What follows belongs to an exercise in optimizing a design on an open flow for small area; a production flow would make more cautious choices. At most, simulation tests tie the RTL to the original design; equivalence was not proved. No activity file was given, so power comes from the tool's default toggle rates. No driver is modelled on the clock port, so clocking that relies on it looks cheaper here than on a real chip.

the baseline:
==> flow/design.v <==
`timescale 1ns / 1ps
module rb_oai22(input logic a1, a2, b1, b2, output logic y);
	assign y = ~((a1 | a2) & (b1 | b2));
endmodule
module rb_nor8(input logic [7:0] a, output logic y);
	assign y = ~|a;
endmodule
module rb_rdbit(input logic [15:0] n, input logic [15:0] d, output logic y);
	logic [7:0] p;
	genvar k;
	generate
		for (k = 0; k < 8; k++) begin : g_p
			rb_oai22 u (.a1(n[2*k]), .a2(d[2*k]), .b1(n[2*k+1]), .b2(d[2*k+1]), .y(p[k]));
		end
	endgenerate
	rb_nor8 u_y (.a(p), .y(y));
endmodule
module rb_nand2(input logic a, b, output logic y);
	assign y = ~(a & b);
endmodule
module rb_rdec(input logic [3:0] a, output logic [15:0] n);
	logic [3:0] lo, hi;
	genvar i;
	generate
		for (i = 0; i < 4; i++) begin : g_pre
			assign lo[i] = a[1:0] == i;
			assign hi[i] = a[3:2] == i;
		end
		for (i = 0; i < 16; i++) begin : g_n
			rb_nand2 u (.a(lo[i % 4]), .b(hi[i / 4]), .y(n[i]));
		end
	endgenerate
endmodule
module rb_wdec(input logic we, input logic [3:0] a, output logic [14:0] e);
	always_comb
		for (int i = 0; i < 15; i++)
			e[i] = we && a == i;
endmodule
module RegisterBank(clk,writeEnabled,regAddress1,regAddress2,writeAddress,writeData,pc,dataOut1,dataOut2);
	input logic clk;
	input writeEnabled;
	input logic [3:0] regAddress1;
	input logic [3:0] regAddress2;
	input logic [3:0] writeAddress;
	input logic [31:0] writeData;
	input logic [31:0] pc;
	output logic [31:0] dataOut1;
	output logic [31:0] dataOut2;
	logic [31:0] regs [14:0];
	logic [14:0] wen;
	rb_wdec u_wdec (.we(writeEnabled), .a(writeAddress), .e(wen));
	always_ff @(posedge clk)
		for (int i = 0; i < 15; i++)
			if (wen[i])
				regs[i] <= writeData;
	logic [15:0] n1, n2;
	rb_rdec u_rdec1 (.a(regAddress1), .n(n1));
	rb_rdec u_rdec2 (.a(regAddress2), .n(n2));
	genvar b;
	generate
		for (b = 0; b < 32; b++) begin : g_bit
			logic [15:0] d;
			for (genvar i = 0; i < 15; i++) begin : g_d
				assign d[i] = regs[i][b];
			end
			assign d[15] = pc[b];
			rb_rdbit u_r1 (.n(n1), .d(d), .y(dataOut1[b]));
			rb_rdbit u_r2 (.n(n2), .d(d), .y(dataOut2[b]));
		end
	endgenerate
endmodule
Settings: LEC_CHECK=0, CAP_MARGIN=0, CORE_MARGIN=2, CORE_UTILIZATION=40, SLEW_MARGIN=0, SYNTH_HIERARCHICAL=1; clock period 5.0 ns.
standard.sh (not shown) runs the stock make flow with config.mk's settings and CLKGATE_MAP_FILE= SYNTH_SCRIPT=/design/flow/synth_recipe.tcl, a recipe that flattens the netlist after the stock synthesis.
==> flow/flow/run.sh <==
#!/bin/bash
# The standard layout (standard.sh), run unchanged for synthesis; for the
# later steps: plain buf_1 cells as port buffers, a clock tree without dummy
# loads, and a smaller set of buffer cells for the resizer.
set -euo pipefail
bash standard.sh synth > flow_synth.log 2>&1
DU="sky130_fd_sc_hd__probe_p_8 sky130_fd_sc_hd__probec_p_8 sky130_fd_sc_hd__lpflow_bleeder_1 sky130_fd_sc_hd__lpflow_clkbufkapwr_1 sky130_fd_sc_hd__lpflow_clkbufkapwr_16 sky130_fd_sc_hd__lpflow_clkbufkapwr_2 sky130_fd_sc_hd__lpflow_clkbufkapwr_4 sky130_fd_sc_hd__lpflow_clkbufkapwr_8 sky130_fd_sc_hd__lpflow_clkinvkapwr_1 sky130_fd_sc_hd__lpflow_clkinvkapwr_16 sky130_fd_sc_hd__lpflow_clkinvkapwr_2 sky130_fd_sc_hd__lpflow_clkinvkapwr_4 sky130_fd_sc_hd__lpflow_clkinvkapwr_8 sky130_fd_sc_hd__lpflow_decapkapwr_12 sky130_fd_sc_hd__lpflow_decapkapwr_3 sky130_fd_sc_hd__lpflow_decapkapwr_4 sky130_fd_sc_hd__lpflow_decapkapwr_6 sky130_fd_sc_hd__lpflow_decapkapwr_8 sky130_fd_sc_hd__lpflow_inputiso0n_1 sky130_fd_sc_hd__lpflow_inputiso0p_1 sky130_fd_sc_hd__lpflow_inputiso1n_1 sky130_fd_sc_hd__lpflow_inputiso1p_1 sky130_fd_sc_hd__lpflow_inputisolatch_1 sky130_fd_sc_hd__lpflow_isobufsrc_1 sky130_fd_sc_hd__lpflow_isobufsrc_16 sky130_fd_sc_hd__lpflow_isobufsrc_2 sky130_fd_sc_hd__lpflow_isobufsrc_4 sky130_fd_sc_hd__lpflow_isobufsrc_8 sky130_fd_sc_hd__lpflow_isobufsrckapwr_16 sky130_fd_sc_hd__lpflow_lsbuf_lh_hl_isowell_tap_1 sky130_fd_sc_hd__lpflow_lsbuf_lh_hl_isowell_tap_2 sky130_fd_sc_hd__lpflow_lsbuf_lh_hl_isowell_tap_4 sky130_fd_sc_hd__lpflow_lsbuf_lh_isowell_4 sky130_fd_sc_hd__lpflow_lsbuf_lh_isowell_tap_1 sky130_fd_sc_hd__lpflow_lsbuf_lh_isowell_tap_2 sky130_fd_sc_hd__lpflow_lsbuf_lh_isowell_tap_4 sky130_fd_sc_hd__buf_6 sky130_fd_sc_hd__buf_8 sky130_fd_sc_hd__buf_12 sky130_fd_sc_hd__buf_16 sky130_fd_sc_hd__bufbuf_16 sky130_fd_sc_hd__bufbuf_8 sky130_fd_sc_hd__bufinv_16 sky130_fd_sc_hd__bufinv_8 sky130_fd_sc_hd__clkdlybuf4s15_1 sky130_fd_sc_hd__clkdlybuf4s15_2 sky130_fd_sc_hd__clkdlybuf4s18_1 sky130_fd_sc_hd__clkdlybuf4s18_2 sky130_fd_sc_hd__clkdlybuf4s25_1 sky130_fd_sc_hd__clkdlybuf4s25_2 sky130_fd_sc_hd__clkdlybuf4s50_1 sky130_fd_sc_hd__clkdlybuf4s50_2 sky130_fd_sc_hd__dlygate4sd1_1 sky130_fd_sc_hd__dlygate4sd2_1 sky130_fd_sc_hd__dlygate4sd3_1 sky130_fd_sc_hd__dlymetal6s2s_1 sky130_fd_sc_hd__dlymetal6s4s_1 sky130_fd_sc_hd__dlymetal6s6s_1 sky130_fd_sc_hd__clkbuf_8 sky130_fd_sc_hd__clkbuf_4 sky130_fd_sc_hd__clkbuf_2 sky130_fd_sc_hd__clkbuf_1"
bash standard.sh \
  "BUFFER_PORTS_ARGS=-buffer_cell sky130_fd_sc_hd__buf_1" \
  "CTS_ARGS=-sink_clustering_enable -repair_clock_nets -dont_use_dummy_load -sink_clustering_size 30 -sink_clustering_max_diameter 100 -buf_list sky130_fd_sc_hd__clkbuf_16" \
  "DONT_USE_CELLS=$DU" \
  finish > flow_make.log 2>&1
What the candidate does differently from the baseline at the input level:
==> flow/design.v, changed modules only <==
module RegisterBank(clk,writeEnabled,regAddress1,regAddress2,writeAddress,writeData,pc,dataOut1,dataOut2);
	input logic clk;
	input writeEnabled;
	input logic [3:0] regAddress1;
	input logic [3:0] regAddress2;
	input logic [3:0] writeAddress;
	input logic [31:0] writeData;
	input logic [31:0] pc;
	output logic [31:0] dataOut1;
	output logic [31:0] dataOut2;
	logic [31:0] regs [14:0];
	always_ff @(posedge clk)
		for (int i = 0; i < 15; i++)
			if (writeEnabled && writeAddress == i)
				regs[i] <= writeData;
	logic [15:0] n1, n2;
	always_comb
		for (int i = 0; i < 16; i++) begin
			n1[i] = regAddress1 != i;
			n2[i] = regAddress2 != i;
		end
	genvar b;
	generate
		for (b = 0; b < 32; b++) begin : g_bit
			logic [15:0] d;
			for (genvar i = 0; i < 15; i++) begin : g_d
				assign d[i] = regs[i][b];
			end
			assign d[15] = pc[b];
			rb_rdbit u_r1 (.n(n1), .d(d), .y(dataOut1[b]));
			rb_rdbit u_r2 (.n(n2), .d(d), .y(dataOut2[b]));
		end
	endgenerate
endmodule
// module rb_nand2 removed
// module rb_rdec removed
// module rb_wdec removed
==> run summary <==
- Wire length on met3: the candidate > the baseline
- For the CTS buffer count, the candidate came in 1 lower than the baseline did.
- The candidate vs. the baseline: detailed-routing wirelength on met1 grew by about 0.6%; post-layout total power decreased 0.74%; power attributed to sequential cells about even.
- [compare] base=the baseline new=the candidate: final cell count lower, highest net fanout along the worst path increased by 18 relative to the old numbers, met1 capacity usage during global routing increased by 1.3 points relative to the old numbers.
- [diff] highest ir drop seen on vdd, the candidate relative to the baseline: improvement
- Comparing the two runs side by side, the candidate comes out behind the baseline on setup slack at placement.
- The candidate vs the baseline: via density per instance up
- For the mean routed wirelength per cell, the candidate came in 2.8% higher than the baseline did.
No functional check of the RTL was part of the baseline.

what the ideal ports hide:
The flow's constraints put no driver on any port. The routed layouts listed below were extracted and timed again, unchanged, in two steps. Step 1, drivers: a clkbuf_16 drives clk and a buf_2 each remaining input, both assumed. Step 2 also shifts input and output timing later by t, the mid clock arrival at the registers, as if the neighbouring blocks saw the same clock. Slacks: no drivers / after step 1 / after step 2; pairs: no drivers / after step 1.
run	shift t [ns]	setup slack, ns	clock arrival spread, ns	slew at the worst register clock pin (ns)	worst slew at a driven data input, ns
the baseline	0.589	0.610 / 0.537 / 0.537	0.098 / 0.097	0.12 / 0.12	0.09
the candidate	0.591	0.423 / 0.396 / 0.396	0.030 / 0.030	0.11 / 0.11	0.10
After both steps every run listed still meets setup and hold. The setup slack of the baseline, which loses most, moves by -0.073 ns with the drivers and by -0.073 ns with both steps.
